Background: an optimization exercise with open tools, aiming at small area and a short achievable clock period. Do not read the settings as production practice. Function was checked by simulation only, so behaviour that the tests miss may differ from the original.

Design div32p2, start of the top module:
module div32p2(
    input  wire [63:0] x,
    input  wire [31:0] d,
    output wire [31:0] q,
    output wire [31:0] r,
    input  wire        clk,
    input  wire        rstn);
    wire sa0_q;
    wire [31:0] sa0_pn;
    dstep u_sa0 (.p(x[63:32]), .b(x[31]), .d(d), .q(sa0_q), .pn(sa0_pn));
    wire sa1_q;
    wire [31:0] sa1_pn;
    dstep u_sa1 (.p(sa0_pn), .b(x[30]), .d(d), .q(sa1_q), .pn(sa1_pn));
    wire sa2_q;
    wire [31:0] sa2_pn;
    dstep u_sa2 (.p(sa1_pn), .b(x[29]), .d(d), .q(sa2_q), .pn(sa2_pn));
    wire sa3_q;
    wire [31:0] sa3_pn;
    dstep u_sa3 (.p(sa2_pn), .b(x[28]), .d(d), .q(sa3_q), .pn(sa3_pn));
    wire sa4_q;
    wire [31:0] sa4_pn;
    dstep u_sa4 (.p(sa3_pn), .b(x[27]), .d(d), .q(sa4_q), .pn(sa4_pn));
    wire sa5_q;
    wire [31:0] sa5_pn;
    dstep u_sa5 (.p(sa4_pn), .b(x[26]), .d(d), .q(sa5_q), .pn(sa5_pn));
    wire sa6_q;
    wire [31:0] sa6_pn;
    dstep u_sa6 (.p(sa5_pn), .b(x[25]), .d(d), .q(sa6_q), .pn(sa6_pn));
    wire sa7_q;
    wire [31:0] sa7_pn;
    dstep u_sa7 (.p(sa6_pn), .b(x[24]), .d(d), .q(sa7_q), .pn(sa7_pn));
    reg [31:0] p1;
    reg [31:0] d1;
    reg [23:0] x1;
    reg [31:24] q1;
    always @(posedge clk) begin
        p1 <= sa7_pn;
        d1 <= d;
        x1 <= x[23:0];
        q1 <= {sa0_q, sa1_q, sa2_q, sa3_q, sa4_q, sa5_q, sa6_q, sa7_q};
    end
    wire sb0_q;
    wire [31:0] sb0_pn;
    dstep u_sb0 (.p(p1), .b(x1[23]), .d(d1), .q(sb0_q), .pn(sb0_pn));
    wire sb1_q;
    wire [31:0] sb1_pn;
  ...
Settings: LEC_CHECK=0, ABC_AREA=1, CAP_MARGIN=50, CORE_MARGIN=2, CORE_UTILIZATION=45, GPL_TIMING_DRIVEN=0, PLACE_DENSITY=0.6, SLEW_MARGIN=70, SYNTH_HIERARCHICAL=1; clock period 95.0 ns.
standard.sh (not shown) runs the stock make flow with config.mk's settings and CLKGATE_MAP_FILE= SYNTH_SCRIPT=/design/flow/synth_recipe.tcl, a recipe that flattens the netlist after the stock synthesis.
==> flow/flow/run.sh <==
#!/bin/bash
# The standard layout (the standard.sh, synthesis unchanged), with ORFS's timing repair
# asked to leave 64 ns of setup slack at the design's clock period: it sizes up and
# buffers the long paths further than it does by default (which stops at 0 ns).
set -euo pipefail
export SETUP_SLACK_MARGIN=64
bash standard.sh > standard.log 2>&1
The starting point produced a clean layout.
Then changed:
==> flow/run.sh (new file) <==
#!/bin/bash
# synth_recipe.tcl (not shown) runs the flow's synth.tcl, then flattens the netlist and writes it again
# the make line also repeats each setting of config.mk as NAME=value (left out here)
make -C /OpenROAD-flow-scripts/flow DESIGN_CONFIG=/design/flow/config.mk WORK_HOME=/design/flow/orfs CLKGATE_MAP_FILE= SYNTH_SCRIPT=/design/flow/synth_recipe.tcl finish
Settings changed: CAP_MARGIN 50 to 60, SLEW_MARGIN 70 to 78.
removed: flow/flow/run.sh
removed: flow/standard.sh
The changed run ran to the end with no violations.
Utilization went down by 6.8 points.
Synthesized area does not change.

== juniper ==
div32p2, a different RTL version from the one above (not shown whole).
Size in the first run: roughly 12000 cells after synthesis, ~190 flip-flops, about 160 I/O pins.
Settings: LEC_CHECK=0, ABC_AREA=1, CAP_MARGIN=50, CORE_MARGIN=2, CORE_UTILIZATION=45, GPL_TIMING_DRIVEN=0, PLACE_DENSITY=0.85, SLEW_MARGIN=70, SYNTH_HIERARCHICAL=1; clock period 95.0 ns.
==> flow/flow/run.sh <==
#!/bin/bash
# The standard layout (the standard.sh, synthesis unchanged), except that the port
# buffers that placement inserts on every input and output are sky130_fd_sc_hd__buf_2
# instead of the delay cell clkdlybuf4s50_1 the default picks.
set -euo pipefail
export BUFFER_PORTS_ARGS="-buffer_cell sky130_fd_sc_hd__buf_2"
bash standard.sh > standard.log 2>&1
### juniper -> harbor
Settings: PLACE_DENSITY: 0.85 -> 0.6.
- harbor and juniper ended up with nearly the same cell area.
- harbor contains more vias than juniper.
- Comparing juniper with harbor, the area of the multi-input gates came out essentially unchanged.
- On wire length of the first global-routing pass, harbor does worse than juniper.
- In the flow results for harbor and juniper, the total stage count of the critical path is larger on juniper.
- The clock transition at the registers of the reported paths was comparable across harbor and juniper.
- Worst-case hold slack (lower): harbor
- Between harbor and juniper, the difference in largest stage delay on the critical path is negligible.

div32p2 with an RTL version that a note above also has.
For scale: ~13000 cells after synthesis, about 190 flip-flops, ~160 I/O pins, ~65000 um^2 of cells after synthesis.
export LEC_CHECK = 0
export ABC_AREA = 1
export CAP_MARGIN = 50
export CORE_MARGIN = 2
export CORE_UTILIZATION = 45
export GPL_TIMING_DRIVEN = 0
export PLACE_DENSITY = 0.6
export SLEW_MARGIN = 70
export SYNTH_HIERARCHICAL = 1
create_clock -name core_clock -period 95.0 [get_ports {clk}]
Scripts as last shown in full above: flow/flow/run.sh
Then changed:
==> flow/flow/run.sh (replaced) <==
#!/bin/bash
# Standard layout, unchanged (probe run).
bash standard.sh > standard.log 2>&1
What happened:
- cell area came out higher by about 0.9%
- clock-buffer cell count does not change
- worst setup slack degrades by 0.24 ns
- wire length hardly moves
- cell count barely changes
- synthesized cell count is unchanged
- via count barely changes
Then changed:
==> flow/run.sh (new file) <==
#!/bin/bash
# synth_recipe.tcl (not shown) runs the flow's synth.tcl, then flattens the netlist and writes it again
# the make line also repeats each setting of config.mk as NAME=value (left out here)
make -C /OpenROAD-flow-scripts/flow DESIGN_CONFIG=/design/flow/config.mk WORK_HOME=/design/flow/orfs CLKGATE_MAP_FILE= SYNTH_SCRIPT=/design/flow/synth_recipe.tcl finish
removed: flow/flow/run.sh
removed: flow/standard.sh
The new run ran to the end with no violations.
Global-route usage does not change.
First-iteration DRC count does not change.
Final cell count does not change.
Routed wire length does not change.
Utilization does not change.
Count of clock-buffer cells in the layout does not change.
Non-clock buffer count stays the same.
Final area is unchanged.
Via count is unchanged.
Then changed:
- CAP_MARGIN: 50 -> 40
- SLEW_MARGIN: 70 -> 60
Hold slack stays flat.
Core utilization is lower by 0.57 points.
Die area stays the same.
Final cell count hardly moves.
Via count stays flat.

static timing again, ports no longer ideal:
The results above use ideal ports. As a check the final layouts listed here were re-extracted and re-timed, cells and wires unchanged. Step 1 assumes that a clkbuf_16 drives the clock port and a buf_2 every other input. Step 2 adds t to the input delays and takes it off the output delays; t is the mean of the earliest and latest rising clock arrival at the registers after step 1. Input paths then give back, and output paths get back, about the clock's delay inside the block. Slacks: ideal ports / drivers / drivers and shift; pairs: ideal ports / drivers.
run	t, ns	setup slack, ns	worst data-port slew with drivers (ns)
the first run of note 1	0.645	63.022 / 62.958 / 62.396	0.20
the second run of note 1	0.633	61.810 / 61.863 / 61.231	0.20
juniper	0.605	61.305 / 61.354 / 60.750	0.09
harbor	0.609	60.554 / 60.615 / 60.006	0.05
the first run of note 3	0.619	62.272 / 62.247 / 61.697	0.19
the second run of note 3	0.638	62.028 / 61.948 / 61.478	0.18
the third run of note 3	0.638	62.028 / 61.948 / 61.478	0.18
the fourth run of note 3	0.623	61.358 / 61.402 / 60.779	0.16
After both steps setup and hold are still met in every run listed. For the first run of note 1, which loses most, drivers alone change the setup slack by -0.064 ns; drivers and shift together by -0.626 ns.
